This is an optimization exercise on Yosys and OpenROAD, whose aim is small area, not a production implementation. In this exercise RTL edits were held to simulation tests only and were not proved equivalent to the original. Power figures rest on the tool's default switching activity, not on a simulated workload.

==> 08-24: inputs <==
==> flow/design.v <==
module calculator (
  input         clk,
  input         res,
  input  [0:15] keys,
  output [7:0]  data_lcd,
  output        send_lcd
);
reg [3:0] k;
integer j;
always @* begin
  k = 4'd0;
  for (j = 0; j < 16; j = j + 1)
    if (keys[j]) k = j;
end
wire any   = |keys;
wire digit = any & (k < 4'd10);
reg  [7:0] L;
reg  [6:0] D;
reg  [7:0] H;
reg  [2:0] op;      
reg  [1:0] c;       
reg        prev, e, run, m;
reg  [4:0] s;
wire op_none = (op == 3'b000);
wire is_addsub = op[2];
wire is_sub = op[2] & op[0];
wire is_mul = op[1] & ~op[0];
wire is_div = op[1] & op[0];
wire is_clr = ~op[2] & ~op[1] & op[0];
wire c11 = c[1] & c[0];
wire start = any & ~prev;
wire opkey = any & ~digit & ~(k[3:2] == 2'b11 & ~k[0]);   
wire eqclr = any & (k[3:2] == 2'b11) & ~k[0];            
wire take  = start & digit & ~c[1];
wire mov   = start & opkey & op_none;
wire eq   = run & m;                  
wire mv   = run & ~m & c11;           
wire dg   = run & ~m & ~c11;          
wire p0 = eq & (s[4:3] == 2'd0);
wire p1 = eq & (s[4:3] == 2'd1);
wire p2 = eq & (s[4:3] == 2'd2);
wire p3 = eq & (s[4:3] == 2'd3);
wire last0 = p0 & (s[2:0] == 3'd7);
wire fin = (eq & (s == 5'd31)) | (mv & (s[2:0] == 3'd7)) | (dg & (s[1:0] == 2'd2));
wire mulm = p0 & is_mul;
wire divm = p0 & is_div;
wire [1:0] di = take ? 2'd3 : ~s[1:0] - 2'd1;
wire dbit = k[di];
wire hin = take | dg ? dbit :
           (p0 & ~op_none & ~is_mul) | p2 ? L[7] : 1'b0;
wire [7:0] Hs = {H[6:0], hin};
wire gD  = (take & c[0]) | (dg & s[1:0] == 2'd1 & c[1]) | mov |
           (last0 & ~op[1]) | (mulm & L[7]) | divm;
wire inv = (last0 & is_sub) | (divm & ~H[7]);
wire c0 = H[3] | (H[2] & (H[1] | H[0]));
wire c1 = H[7] | (H[6] & (H[5] | H[4]));
wire [7:0] Y = ({1'b0, {7{gD}} & D} ^ {8{inv}}) |
               ({8{p2}} & {1'b0, c1, c1, 2'b00, c0, c0, 1'b0});
wire [7:0] S = Hs + Y + {7'd0, inv};
wire lin = (p1 | mv) ? H[7] : ~S[7];
wire lsh = p0 | (p1 & ~is_div) | p2 | mv;
always @(posedge clk) begin
  prev <= any;
  H <= S;
  if (lsh) L <= {L[6:0], lin};
  if (~res) begin
    D <= 7'd0; op <= 3'd0; c <= 2'd0;
    e <= 1'b0; run <= 1'b0; m <= 1'b0; s <= 5'd0;
  end else begin
    e <= start & ~(digit & c[1]);
    if (fin) D <= S[6:0];
    if (take) c <= {c[0], ~c[0]};
    if (start & opkey) begin
      c <= {op_none, op_none};
      op <= {~k[2], k[2], k[1] & k[0]};   
    end
    if (start & eqclr) begin
      m <= 1'b1;
      if (~k[1]) op <= 3'b001;
    end
    if (take | mov | (start & eqclr)) run <= 1'b1;
    if (start) s <= 5'd0;
    else if (run) s <= s + 5'd1;
    if (fin) begin
      run <= 1'b0;
      if (~dg) c <= 2'd0;
      if (eq) begin op <= 3'd0; m <= 1'b0; end
    end
  end
end
reg [7:0] echo;
always @* begin
  case (k)
    4'd10: echo = 8'h2B;
    4'd11: echo = 8'h2D;
    4'd12: echo = 8'h1B;
    4'd13: echo = 8'h2A;
    4'd14: echo = 8'h3D;
    4'd15: echo = 8'h2F;
    default: echo = {4'h3, k};
  endcase
end
assign send_lcd = e | (p3 & (s[1:0] == 2'd0));
assign data_lcd = e ? echo : is_clr ? (s[2] ? 8'h6A : 8'h5B) : {4'h3, H[7:4]};
endmodule
==> flow/flow/run.sh <==
#!/bin/bash
# Standard layout, but with the smallest buffer on the ports.
set -euo pipefail
export BUFFER_PORTS_ARGS="-buffer_cell sky130_fd_sc_hd__buf_1"
bash standard.sh finish BUFFER_PORTS_ARGS="$BUFFER_PORTS_ARGS" > standard.log 2>&1
==> flow/standard.sh <==
#!/bin/bash
# synth_recipe.tcl (not shown) runs the flow's synth.tcl, then flattens the netlist and writes it again
# the make line also repeats each setting of config.mk as NAME=value (left out here)
make -C /OpenROAD-flow-scripts/flow DESIGN_CONFIG=/design/flow/config.mk WORK_HOME=/design/flow/orfs CLKGATE_MAP_FILE= SYNTH_SCRIPT=/design/flow/synth_recipe.tcl "${@:-finish}"
==> flow/config.mk <==
export PLATFORM = sky130hd
export DESIGN_NAME = calculator
export DESIGN_NICKNAME = calculator
export VERILOG_FILES = /design/flow/design.v
export SDC_FILE = /design/flow/constraint.sdc
export NUM_CORES = 4
export LEC_CHECK = 0
export CAP_MARGIN = 20
export CORE_MARGIN = 2
export CORE_UTILIZATION = 40
export CTS_BUF_LIST = sky130_fd_sc_hd__clkbuf_4
export SLEW_MARGIN = 20
==> flow/constraint.sdc <==
create_clock -name core_clock -period 12.0 [get_ports {clk}]
set_input_delay 2.4000 -clock core_clock [delete_from_list [all_inputs] [get_ports {clk}]]
set_output_delay 2.4000 -clock core_clock [all_outputs]
set_load 0.01 [all_outputs]
==> 02-22: changes against 08-24 <==
==> flow/design.v, changed modules only <==
module calculator (
  input         clk,
  input         res,
  input  [0:15] keys,
  output [7:0]  data_lcd,
  output        send_lcd
);
reg [3:0] k;
integer j;
always @* begin
  k = 4'd0;
  for (j = 0; j < 16; j = j + 1)
    if (keys[j]) k = j;
end
wire any   = |keys;
wire digit = any & (k < 4'd10);
reg  [7:0] L;
reg  [6:0] D;
reg  [7:0] H;
reg  [2:0] op;      
reg  [1:0] c;       
reg        prev, run;
reg  [4:0] s;
wire op_none = (op[2:1] == 2'b00);
wire fresh = op_none & op[0];
wire is_addsub = op[2];
wire is_sub = op[2] & op[0];
wire is_mul = op[1] & ~op[0];
wire is_div = op[1] & op[0];
wire c11 = c[1] & c[0];
wire start = any & ~prev;
wire opkey = any & ~digit & ~(k[3:2] == 2'b11 & ~k[0]);   
wire eqkey = any & (k == 4'd14);
wire clrkey = any & (k == 4'd12);
wire take  = start & digit & ~c[1];
wire mov   = start & opkey & op_none;
wire eq   = run & ~c11 & (eqkey | s[4] | s[3] | s[2] | (s[1] & s[0]));
wire mv   = run & c11;                
wire dg   = run & ~c11 & ~eq;         
wire p0 = eq & (s[4:3] == 2'd0);
wire p1 = run & (s[4:3] == 2'd1);
wire p2 = run & (s[4:3] == 2'd2);
wire p3 = run & (s[4:3] == 2'd3);
wire last0 = p0 & (s[2:0] == 3'd7);
wire fin = (run & (s == 5'd31)) | (mv & (s[2:0] == 3'd7)) | (dg & s[1]);
wire mulm = p0 & is_mul;
wire divm = p0 & is_div;
wire hin = ((p0 & ~op_none & ~is_mul) | p2) & L[7];
wire [7:0] Hs = {H[6:0], hin};
wire gD  = (take & c[0]) | (dg & s[0] & c[1]) | (mov & ~fresh) |
           (last0 & ~op[1] & ~fresh) | (mulm & L[7]) | divm;
wire inv = (last0 & is_sub) | (divm & ~H[7]);
wire c0 = H[3] | (H[2] & (H[1] | H[0]));
wire c1 = H[7] | (H[6] & (H[5] | H[4]));
wire [7:0] Y = ({1'b0, {7{gD}} & D} ^ {8{inv}}) |
               ({8{p2}} & {1'b0, c1, c1, 2'b00, c0, c0, 1'b0}) |
               ({8{dg & s[1] & digit}} & {4'd0, k});
wire [8:0] cy;
wire [7:0] S;
assign cy[0] = inv;
genvar gi;
generate
  for (gi = 0; gi < 8; gi = gi + 1) begin : g_add
    assign S[gi] = Hs[gi] ^ Y[gi] ^ cy[gi];
    assign cy[gi+1] = (Hs[gi] & Y[gi]) | (cy[gi] & (Hs[gi] ^ Y[gi]));
  end
endgenerate
wire lin = (p1 | mv) ? H[7] : ~S[7];
wire lsh = p0 | (p1 & ~is_div) | p2 | mv;
always @(posedge clk) begin
  prev <= any;
  H <= S;
  if (lsh) L <= {L[6:0], lin};
  if (start) s <= 5'd0;
  else s <= s + 5'd1;
  if (~res) begin
    op <= 3'b001; c <= 2'd0;
    run <= 1'b0;
  end else begin
    if (fin & ~(dg & opkey)) D <= S[6:0];
    if (take & fresh) op <= 3'd0;
    if (take) c <= {c[0], ~c[0]};
    if (start & opkey) begin
      c <= {op_none, op_none};
      op <= {~k[2], k[2], k[1] & k[0]};   
    end
    if (start & clrkey) begin
      op <= 3'd0; c <= 2'd0;
    end
    if (start & ~(digit & c[1])) run <= 1'b1;
    if (fin) begin
      run <= 1'b0;
      if (~dg) c <= 2'd0;
      if (s[4]) op <= 3'd0;
    end
  end
end
reg [7:0] echo;
always @* begin
  case (k)
    4'd10: echo = 8'h2B;
    4'd11: echo = 8'h2D;
    4'd12: echo = s[1] ? 8'h6A : s[0] ? 8'h5B : 8'h1B;
    4'd13: echo = 8'h2A;
    4'd14: echo = 8'h3D;
    4'd15: echo = 8'h2F;
    default: echo = {4'h3, k};
  endcase
end
assign send_lcd = (run & (s == 5'd0)) | (run & clrkey) | (p3 & (s[1:0] == 2'd0));
assign data_lcd = s[4] ? {4'h3, H[7:4]} : echo;    
endmodule
==> flow/flow/run.sh (replaced) <==
#!/bin/bash
# The standard layout with three changes:
#  - synthesis: the standard synthesis (standard.sh synth), but with an
#    area-oriented ABC script (flow/abc_area.script) and without the adder-cell
#    extraction, so that ABC maps all of the combinational logic. The registers
#    are the ones the standard synthesis makes. ABC's deepsyn is randomized, so
#    the synthesis runs with twelve seeds, four at a time (each in try<seed>/,
#    with its own log), and the smallest netlist is laid out. If all fail, a
#    plain area script, then the unchanged standard synthesis, is used.
#  - ports: buffered with the smallest buffer, buf_1.
#  - clock tree: clkbuf_4 buffers, without dummy load cells.
set -uo pipefail
here=$PWD
SEEDS="1 2 3 4 5 6 7 8 9 10 11 12"
best=""
bestarea=""
n=0
for sd in $SEEDS; do
  rm -rf "try$sd"; mkdir -p "try$sd"
  cp -r "$FLOW_HOME/scripts" "try$sd/scripts"
  sed "s/@SEED@/$sd/" flow/abc_area.script > "try$sd/scripts/abc_area.script"
  sed "s#WORK_HOME=[^ ]*#WORK_HOME=$here/try$sd/orfs#" standard.sh > "try$sd/standard.sh"
  ( bash "try$sd/standard.sh" synth SCRIPTS_DIR="$here/try$sd/scripts" ADDER_MAP_FILE= > "try$sd/synth.log" 2>&1; echo $? > "try$sd/rc" ) &
  n=$((n + 1))
  if (( n % 4 == 0 )); then wait; fi
done
wait
for sd in $SEEDS; do
  stat="try$sd/orfs/reports/$FLOW_PLATFORM/calculator/base/synth_stat.txt"
  if [[ "$(cat try$sd/rc)" == 0 && -f "$stat" ]]; then
    a=$(grep "Chip area for module" "$stat" | tail -1 | awk '{print $NF}')
    echo "seed $sd: area $a" >> synth_choice.log
    if [[ -z "$best" ]] || awk -v a="$a" -v b="$bestarea" 'BEGIN{exit !(a < b)}'; then best=$sd; bestarea=$a; fi
  else
    echo "seed $sd: failed" >> synth_choice.log
  fi
done
rm -rf orfs
if [[ -n "$best" ]]; then
  echo "chosen: seed $best ($bestarea)" >> synth_choice.log
  mv "try$best/orfs" orfs
else
  rm -rf scripts_area; cp -r "$FLOW_HOME/scripts" scripts_area
  cp flow/abc_fallback.script scripts_area/abc_area.script
  if ! bash standard.sh synth SCRIPTS_DIR="$here/scripts_area" ADDER_MAP_FILE= > synth_fallback.log 2>&1; then
    rm -rf orfs
    bash standard.sh synth > synth_standard.log 2>&1
  fi
fi
set -e
bash standard.sh finish BUFFER_PORTS_ARGS="-buffer_cell sky130_fd_sc_hd__buf_1" \
  CTS_ARGS="-sink_clustering_enable -repair_clock_nets -buf_list sky130_fd_sc_hd__clkbuf_4 -dont_use_dummy_load" > layout.log 2>&1
==> flow/flow/abc_area.script (new file) <==
&get -n
&st
&deepsyn -J 500 -T 300 -S @SEED@
&dch -f
&nf -a -R 1000
&put
topo
dnsize -c
==> flow/flow/abc_fallback.script (new file) <==
&get -n
&st
&syn2
&dch -f
&nf -a -R 1000
&put
topo
dnsize -c
ABC_AREA = 1   (was not set)
CORE_AREA = 2.3 2.72 61.64 61.2   (was not set)
CORE_MARGIN = not set   (was 2)
CORE_UTILIZATION = not set   (was 40)
CTS_BUF_LIST = not set   (was sky130_fd_sc_hd__clkbuf_4)
DIE_AREA = 0 0 64 64   (was not set)
==> comparison table <==
| quantity | 08-24 | 02-22 |
|---|---|---|
| Pint | 0.153 mW | 0.160 mW |
| Post-layout minimum cycle time | 6410 ps | 6940 ps |
| DRC violation total after the first TritonRoute iteration | 55 | 152 |
| Post-synth cell types | 63 | 40 |
| Share of cell area taken by multi-input logic gates | 57.3% | 46.5% |
| Status | finished clean | finished clean |
| Sequential cell area share | 31.0% | 42.4% |
| Worst slack, placed | 5610 ps | 4760 ps |
| Area inside the core boundary | 5920 sq um | 3390 sq um |
| Max Clock Skew | 6.54 ps | 25.3 ps |
| Total wire length | 5580 microns | 4170 microns |
| Cell type with the highest aggregate area in the netlist | sky130_fd_sc_hd__dfxtp_1 | sky130_fd_sc_hd__edfxtp_1 |
| Delay of the slowest critical-path stage | 390 ps | 400 ps |
| Total vias in the final route | 2122 | 1582 |
| Initial core utilization | 41.3% | 53.9% |
| Min setup slack post-route | 5590 ps | 5060 ps |
| Routability-driven placement congestion ratio | 0.837 | 0.882 |
| Peak ir drop on the vdd network | 0.0000515 V | 0.0000805 V |
| Clock power share | 32.5% | 23.7% |
| Placed wire-length estimate after detailed placement | 4220 microns | 3270 microns |
| Register area share after synthesis | 33.5% | 46.6% |
| Share of the synthesized netlist area taken by xor and xnor gates | 5.67% | 9.73% |
| Startpoint-to-endpoint class of the critical path | primary input to output port | primary input to register |

==> inputs of build 36 <==
RTL: the design.v shown in full above, as it stands there.
==> flow/config.mk <==
export PLATFORM = sky130hd
export DESIGN_NAME = calculator
export DESIGN_NICKNAME = calculator
export VERILOG_FILES = /design/flow/design.v
export SDC_FILE = /design/flow/constraint.sdc
export NUM_CORES = 4
export LEC_CHECK = 0
export CAP_MARGIN = 20
export CORE_MARGIN = 2
export CORE_UTILIZATION = 40
export SLEW_MARGIN = 20
==> flow/constraint.sdc <==
create_clock -name core_clock -period 12.0 [get_ports {clk}]
set_input_delay 2.4000 -clock core_clock [delete_from_list [all_inputs] [get_ports {clk}]]
set_output_delay 2.4000 -clock core_clock [all_outputs]
set_load 0.01 [all_outputs]
run.sh (not shown) runs the stock make flow with config.mk's settings and CLKGATE_MAP_FILE= SYNTH_SCRIPT=/design/flow/synth_recipe.tcl, a recipe that flattens the netlist after the stock synthesis.
Stock flow here: none of the scripts above is used.
==> build 21: changes against build 36 <==
==> flow/design.v (replaced) <==
module calculator (
  input         clk,
  input         res,
  input  [0:15] keys,
  output [7:0]  data_lcd,
  output        send_lcd
);
reg [3:0] k;
integer j;
always @* begin
  k = 4'd0;
  for (j = 0; j < 16; j = j + 1)
    if (keys[j]) k = j;
end
wire any   = |keys;
wire digit = any & (k < 4'd10);
reg  [7:0] L;
reg  [6:0] D;
reg  [7:0] H;
reg  [2:0] op;      
reg  [1:0] c;       
reg        prev, run;
reg  [4:0] s;
wire op_none = (op == 3'b000);
wire is_addsub = op[2];
wire is_sub = op[2] & op[0];
wire is_mul = op[1] & ~op[0];
wire is_div = op[1] & op[0];
wire c11 = c[1] & c[0];
wire start = any & ~prev;
wire opkey = any & ~digit & ~(k[3:2] == 2'b11 & ~k[0]);   
wire eqkey = any & (k == 4'd14);
wire clrkey = any & (k == 4'd12);
wire take  = start & digit & ~c[1];
wire mov   = start & opkey & op_none;
wire eq   = run & ~c11 & (eqkey | s[4] | s[3] | s[2] | (s[1] & s[0]));
wire mv   = run & c11;                
wire dg   = run & ~c11 & ~eq;         
wire p0 = eq & (s[4:3] == 2'd0);
wire p1 = run & (s[4:3] == 2'd1);
wire p2 = run & (s[4:3] == 2'd2);
wire p3 = run & (s[4:3] == 2'd3);
wire last0 = p0 & (s[2:0] == 3'd7);
wire fin = (run & (s == 5'd31)) | (mv & (s[2:0] == 3'd7)) | (dg & s[1]);
wire mulm = p0 & is_mul;
wire divm = p0 & is_div;
wire hin = ((p0 & ~op_none & ~is_mul) | p2) & L[7];
wire [7:0] Hs = {H[6:0], hin};
wire gD  = (take & c[0]) | (dg & s[0] & c[1]) | mov |
           (last0 & ~op[1]) | (mulm & L[7]) | divm;
wire inv = (last0 & is_sub) | (divm & ~H[7]);
wire c0 = H[3] | (H[2] & (H[1] | H[0]));
wire c1 = H[7] | (H[6] & (H[5] | H[4]));
wire [7:0] Y = ({1'b0, {7{gD}} & D} ^ {8{inv}}) |
               ({8{p2}} & {1'b0, c1, c1, 2'b00, c0, c0, 1'b0}) |
               ({8{dg & s[1] & digit}} & {4'd0, k});
wire [8:0] cy;
wire [7:0] S;
assign cy[0] = inv;
genvar gi;
generate
  for (gi = 0; gi < 8; gi = gi + 1) begin : g_add
    assign S[gi] = Hs[gi] ^ Y[gi] ^ cy[gi];
    assign cy[gi+1] = (Hs[gi] & Y[gi]) | (cy[gi] & (Hs[gi] ^ Y[gi]));
  end
endgenerate
wire lin = (p1 | mv) ? H[7] : ~S[7];
wire lsh = p0 | (p1 & ~is_div) | p2 | mv;
always @(posedge clk) begin
  prev <= any;
  H <= S;
  if (lsh) L <= {L[6:0], lin};
  if (start) s <= 5'd0;
  else s <= s + 5'd1;
  if (~res) begin
    D <= 7'd0; op <= 3'd0; c <= 2'd0;
    run <= 1'b0;
  end else begin
    if (fin & ~(dg & opkey)) D <= S[6:0];
    if (take) c <= {c[0], ~c[0]};
    if (start & opkey) begin
      c <= {op_none, op_none};
      op <= {~k[2], k[2], k[1] & k[0]};   
    end
    if (start & clrkey) begin
      op <= 3'd0; c <= 2'd0;
    end
    if (start & ~(digit & c[1])) run <= 1'b1;
    if (fin) begin
      run <= 1'b0;
      if (~dg) c <= 2'd0;
      if (s[4]) op <= 3'd0;
    end
  end
end
reg [7:0] echo;
always @* begin
  case (k)
    4'd10: echo = 8'h2B;
    4'd11: echo = 8'h2D;
    4'd12: echo = s[1] ? 8'h6A : s[0] ? 8'h5B : 8'h1B;
    4'd13: echo = 8'h2A;
    4'd14: echo = 8'h3D;
    4'd15: echo = 8'h2F;
    default: echo = {4'h3, k};
  endcase
end
assign send_lcd = (run & (s == 5'd0)) | (run & clrkey) | (p3 & (s[1:0] == 2'd0));
assign data_lcd = s[4] ? {4'h3, H[7:4]} : echo;    
endmodule
==> flow/flow/run.sh (new file) <==
#!/bin/bash
# The standard layout with three changes:
#  - synthesis: the standard synthesis (standard.sh synth), but with an
#    area-oriented ABC script (flow/abc_area.script) and without the adder-cell
#    extraction, so that ABC maps all of the combinational logic. The registers
#    are the ones the standard synthesis makes. ABC's deepsyn is randomized, so
#    eight syntheses with different seeds run, four at a time (each in
#    try<seed>/, with its own log), and the smallest netlist is laid out. If all
#    fail, a plain area script, then the unchanged standard synthesis, is used.
#  - ports: buffered with the smallest buffer, buf_1.
#  - clock tree: clkbuf_4 buffers, without dummy load cells.
set -uo pipefail
here=$PWD
best=""
bestarea=""
for sd in 1 2 3 4 5 6 7 8; do
  rm -rf "try$sd"; mkdir -p "try$sd"
  cp -r "$FLOW_HOME/scripts" "try$sd/scripts"
  sed "s/@SEED@/$sd/" flow/abc_area.script > "try$sd/scripts/abc_area.script"
  sed "s#WORK_HOME=[^ ]*#WORK_HOME=$here/try$sd/orfs#" standard.sh > "try$sd/standard.sh"
  ( bash "try$sd/standard.sh" synth SCRIPTS_DIR="$here/try$sd/scripts" ADDER_MAP_FILE= > "try$sd/synth.log" 2>&1; echo $? > "try$sd/rc" ) &
  if [[ $sd == 4 ]]; then wait; fi
done
wait
for sd in 1 2 3 4 5 6 7 8; do
  stat="try$sd/orfs/reports/$FLOW_PLATFORM/calculator/base/synth_stat.txt"
  if [[ "$(cat try$sd/rc)" == 0 && -f "$stat" ]]; then
    a=$(grep "Chip area for module" "$stat" | tail -1 | awk '{print $NF}')
    echo "seed $sd: area $a" >> synth_choice.log
    if [[ -z "$best" ]] || awk -v a="$a" -v b="$bestarea" 'BEGIN{exit !(a < b)}'; then best=$sd; bestarea=$a; fi
  else
    echo "seed $sd: failed" >> synth_choice.log
  fi
done
rm -rf orfs
if [[ -n "$best" ]]; then
  echo "chosen: seed $best ($bestarea)" >> synth_choice.log
  mv "try$best/orfs" orfs
else
  rm -rf scripts_area; cp -r "$FLOW_HOME/scripts" scripts_area
  cp flow/abc_fallback.script scripts_area/abc_area.script
  if ! bash standard.sh synth SCRIPTS_DIR="$here/scripts_area" ADDER_MAP_FILE= > synth_fallback.log 2>&1; then
    rm -rf orfs
    bash standard.sh synth > synth_standard.log 2>&1
  fi
fi
set -e
bash standard.sh finish BUFFER_PORTS_ARGS="-buffer_cell sky130_fd_sc_hd__buf_1" \
  CTS_ARGS="-sink_clustering_enable -repair_clock_nets -buf_list sky130_fd_sc_hd__clkbuf_4 -dont_use_dummy_load" > layout.log 2>&1
==> flow/flow/abc_area.script (new file) <==
&get -n
&st
&deepsyn -T 30 -S @SEED@
&dch -f
&nf -a -R 1000
&put
topo
dnsize -c
==> flow/flow/abc_fallback.script (new file) <==
&get -n
&st
&syn2
&dch -f
&nf -a -R 1000
&put
topo
dnsize -c
==> flow/standard.sh (new file) <==
#!/bin/bash
# synth_recipe.tcl (not shown) runs the flow's synth.tcl, then flattens the netlist and writes it again
# the make line also repeats each setting of config.mk as NAME=value (left out here)
make -C /OpenROAD-flow-scripts/flow DESIGN_CONFIG=/design/flow/config.mk WORK_HOME=/design/flow/orfs CLKGATE_MAP_FILE= SYNTH_SCRIPT=/design/flow/synth_recipe.tcl "${@:-finish}"
- ABC_AREA: default -> 1
- CORE_AREA: default -> 2.3 2.72 61.64 61.2
- CORE_MARGIN: 2 -> default
- CORE_UTILIZATION: 40 -> default
- DIE_AREA: default -> 0 0 64 64
removed: flow/run.sh
==> build 78: changes against build 36 <==
==> flow/design.v (replaced) <==
module calculator (
  input         clk,
  input         res,
  input  [0:15] keys,
  output [7:0]  data_lcd,
  output        send_lcd
);
reg [3:0] k;
integer j;
always @* begin
  k = 4'd0;
  for (j = 0; j < 16; j = j + 1)
    if (keys[j]) k = j;
end
wire any   = |keys;
wire digit = (k < 4'd10);
reg  [7:0] L;
reg  [6:0] D;
reg  [7:0] H;
reg  [2:0] op;      
reg  [1:0] c;       
reg        prev, e, run;
reg  [4:0] s;
wire op_none = (op == 3'b000);
wire is_addsub = op[2];
wire is_sub = op[2] & op[0];
wire is_mul = op[1] & ~op[0];
wire is_div = op[1] & op[0];
wire is_clr = ~op[2] & ~op[1] & op[0];
wire start = any & ~prev;
wire p0 = run & (s[4:3] == 2'd0);
wire p1 = run & (s[4:3] == 2'd1);
wire p2 = run & (s[4:3] == 2'd2);
wire p3 = run & (s[4:3] == 2'd3);
wire last0 = p0 & (s[2:0] == 3'd7);
wire fin = run & (s == 5'd31);
wire mulm = p0 & is_mul;
wire divm = p0 & is_div;
wire rotadd = p0 & ~op[1];
wire hin = L[7] & ~(mulm | p1);
wire [7:0] Hs = {H[6:0], hin};
wire gD  = (last0 & is_addsub) | (mulm & L[7]) | divm;
wire inv = (last0 & is_sub) | (divm & ~H[7]);
wire c0 = H[3] | (H[2] & (H[1] | H[0]));
wire c1 = H[7] | (H[6] & (H[5] | H[4]));
wire [7:0] Y = ({1'b0, {7{gD}} & D} ^ {8{inv}}) |
               ({8{p2}} & {1'b0, c1, c1, 2'b00, c0, c0, 1'b0});
wire [7:0] S = Hs + Y + {7'd0, inv};
wire lin = p1 ? H[7] : ~S[7];
wire lsh = p0 | (p1 & ~is_div) | p2;
wire [3:0] x = op_none ? L[3:0] : D[3:0];
wire [6:0] nv = (c[0] ? x * 7'd10 : 7'd0) + {3'd0, k};
wire take = start & digit & ~c[1];
wire opkey = start & ~digit & ~(k == 4'd12) & ~(k == 4'd14);
wire clr = ~res | fin;
always @(posedge clk) begin
  prev <= any;
  H <= S;
  if (clr) begin
    L <= 8'd0; D <= 7'd0; op <= 3'd0; c <= 2'd0;
  end else begin
    if (take & op_none) L <= {1'b0, nv};
    else if (lsh) L <= {L[6:0], lin};
    if (take & ~op_none) D <= nv;
    if (take) c <= {c[0], ~c[0]};
    if (opkey) begin
      c <= 2'd0;
      op <= {~k[2], k[2], k[1] & k[0]};   
    end
    if (start & (k == 4'd12)) op <= 3'b001;
  end
  if (~res) begin
    e <= 1'b0; run <= 1'b0; s <= 5'd0;
  end else begin
    e <= take | (start & ~digit);
    if (start & (k[3:2] == 2'b11) & ~k[0]) run <= 1'b1;   
    else if (fin) run <= 1'b0;
    if (run) s <= s + 5'd1;
  end
end
reg [7:0] echo;
always @* begin
  case (k)
    4'd10: echo = 8'h2B;
    4'd11: echo = 8'h2D;
    4'd12: echo = 8'h1B;
    4'd13: echo = 8'h2A;
    4'd14: echo = 8'h3D;
    4'd15: echo = 8'h2F;
    default: echo = {4'h3, k};
  endcase
end
assign send_lcd = e | (p3 & (s[1:0] == 2'd0));
assign data_lcd = e ? echo : is_clr ? (s[2] ? 8'h6A : 8'h5B) : {4'h3, H[7:4]};
endmodule
==> trial 34: changes against build 36 <==
==> flow/flow/run.sh (new file) <==
#!/bin/bash
# Standard layout with two changes: an area-oriented ABC script for the
# standard synthesis (registers are untouched, only the mapping of the
# combinational logic differs), and the smallest buffer (buf_1) on the ports.
set -euo pipefail
rm -rf scripts_area
cp -r "$FLOW_HOME/scripts" scripts_area
cp flow/abc_area.script scripts_area/abc_area.script
bash standard.sh synth SCRIPTS_DIR="$PWD/scripts_area" ABC_AREA=1 > synth.log 2>&1
bash standard.sh finish BUFFER_PORTS_ARGS="-buffer_cell sky130_fd_sc_hd__buf_1" CTS_ARGS="-sink_clustering_enable -repair_clock_nets -buf_list sky130_fd_sc_hd__clkbuf_4 -dont_use_dummy_load" > layout.log 2>&1
==> flow/flow/abc_area.script (new file) <==
&get -n
&st
&deepsyn -T 20
&dch -f
&nf -a -R 1000
&put
mfs3 -a
topo
dnsize -c
==> flow/standard.sh (new file) <==
#!/bin/bash
# synth_recipe.tcl (not shown) runs the flow's synth.tcl, then flattens the netlist and writes it again
# the make line also repeats each setting of config.mk as NAME=value (left out here)
make -C /OpenROAD-flow-scripts/flow DESIGN_CONFIG=/design/flow/config.mk WORK_HOME=/design/flow/orfs CLKGATE_MAP_FILE= SYNTH_SCRIPT=/design/flow/synth_recipe.tcl "${@:-finish}"
- ABC_AREA: default -> 1
- CORE_UTILIZATION: 40 -> 65
- CTS_BUF_LIST: default -> sky130_fd_sc_hd__clkbuf_4
removed: flow/run.sh
==> results.txt <==
metric	build 78	build 21	trial 34	build 36
Sequential Power	120 uW	135 uW	126 uW	126 uW
Post-route setup slack	4.660 ns	4.810 ns	5.233 ns	4.765 ns
Final period utilization	61.16%	59.92%	56.39%	60.30%
Depth of the worst register-to-register path	12	18	18	15
EDFF count, synth	0	8	8	8
Worst slack at placement	4.648 ns	4.495 ns	4.895 ns	4.791 ns
Flop pwr share	53.9%	60.1%	66.1%	50.3%
Endpoint of the worst-slack reg-to-reg timing path	L[0]	L[0]	L[0]	L[0]
Post-layout net count	376	262	304	350
End point of the critical path	data_lcd[2]	L[0]	L[0]	data_lcd[0]
Run status	no timing/DRC/antenna violations	no timing/DRC/antenna violations	no timing/DRC/antenna violations	no timing/DRC/antenna violations
Critical Path Start	keys[12]	keys[13]	keys[15]	keys[5]
Leakage component of the power	0.001216 uW	0.0006995 uW	0.0008640 uW	0.001130 uW
Synth Area in XOR/XNOR	6.695%	7.282%	4.712%	5.675%
Non-clock buffer area fraction after layout	8.261%	4.726%	4.543%	8.745%
Die height	85.74 um	64 um	60.09 um	82.22 um
Portion of the layout cell area used by clock cells	2.685%	1.890%	1.683%	3.848%
Power density normalized to cell area	73.71 nW/um2	113.2 nW/um2	85.68 nW/um2	87.83 nW/um2
Share of the yosys chip area belonging to registers	26.97%	43.27%	40.15%	33.54%
Share of the synthesized area in compound gates (AO/OA/AOI/OAI)	17.79%	19.42%	22.58%	19.12%

-- re-timing with driven ports --
In the flow no input, the clock included, has a driving cell. The finished layouts below were timed again as built, in two steps. Step 1, drivers: a clkbuf_16 drives clk and a buf_2 each remaining input, both assumed. Step 2 moves the port delays by t, midway between the first and last clock arrival at a register: inputs arrive t later, outputs are due t later. That takes back most of the time a late clock gives input paths. a / b / c = ideal ports / drivers / drivers and shift; a / b = the first two.
run | t (ns) | slack for setup (ns) | worst setup path at the end | latest minus earliest clock arrival (ns) | cell pins on the clock port's net
08-24 | 0.383 | 5.590 / 5.567 / 5.567 | input to output | 0.007 / 0.006 | 1
02-22 | 0.357 | 5.060 / 5.056 / 4.698 | input to register | 0.025 / 0.025 | 1
build 36 | 0.316 | 4.765 / 4.743 / 4.743 | input to output | 0.007 / 0.007 | 1
build 21 | 0.350 | 4.810 / 4.811 / 4.461 | input to register | 0.025 / 0.024 | 1
build 78 | 0.316 | 4.660 / 4.637 / 4.637 | input to output | 0.006 / 0.006 | 1
trial 34 | 0.347 | 5.233 / 5.234 / 4.887 | input to register | 0.016 / 0.016 | 1
After both steps setup and hold are still met in every run listed. For 02-22, which loses most, drivers alone change the setup slack by -0.004 ns; drivers and shift together by -0.362 ns.
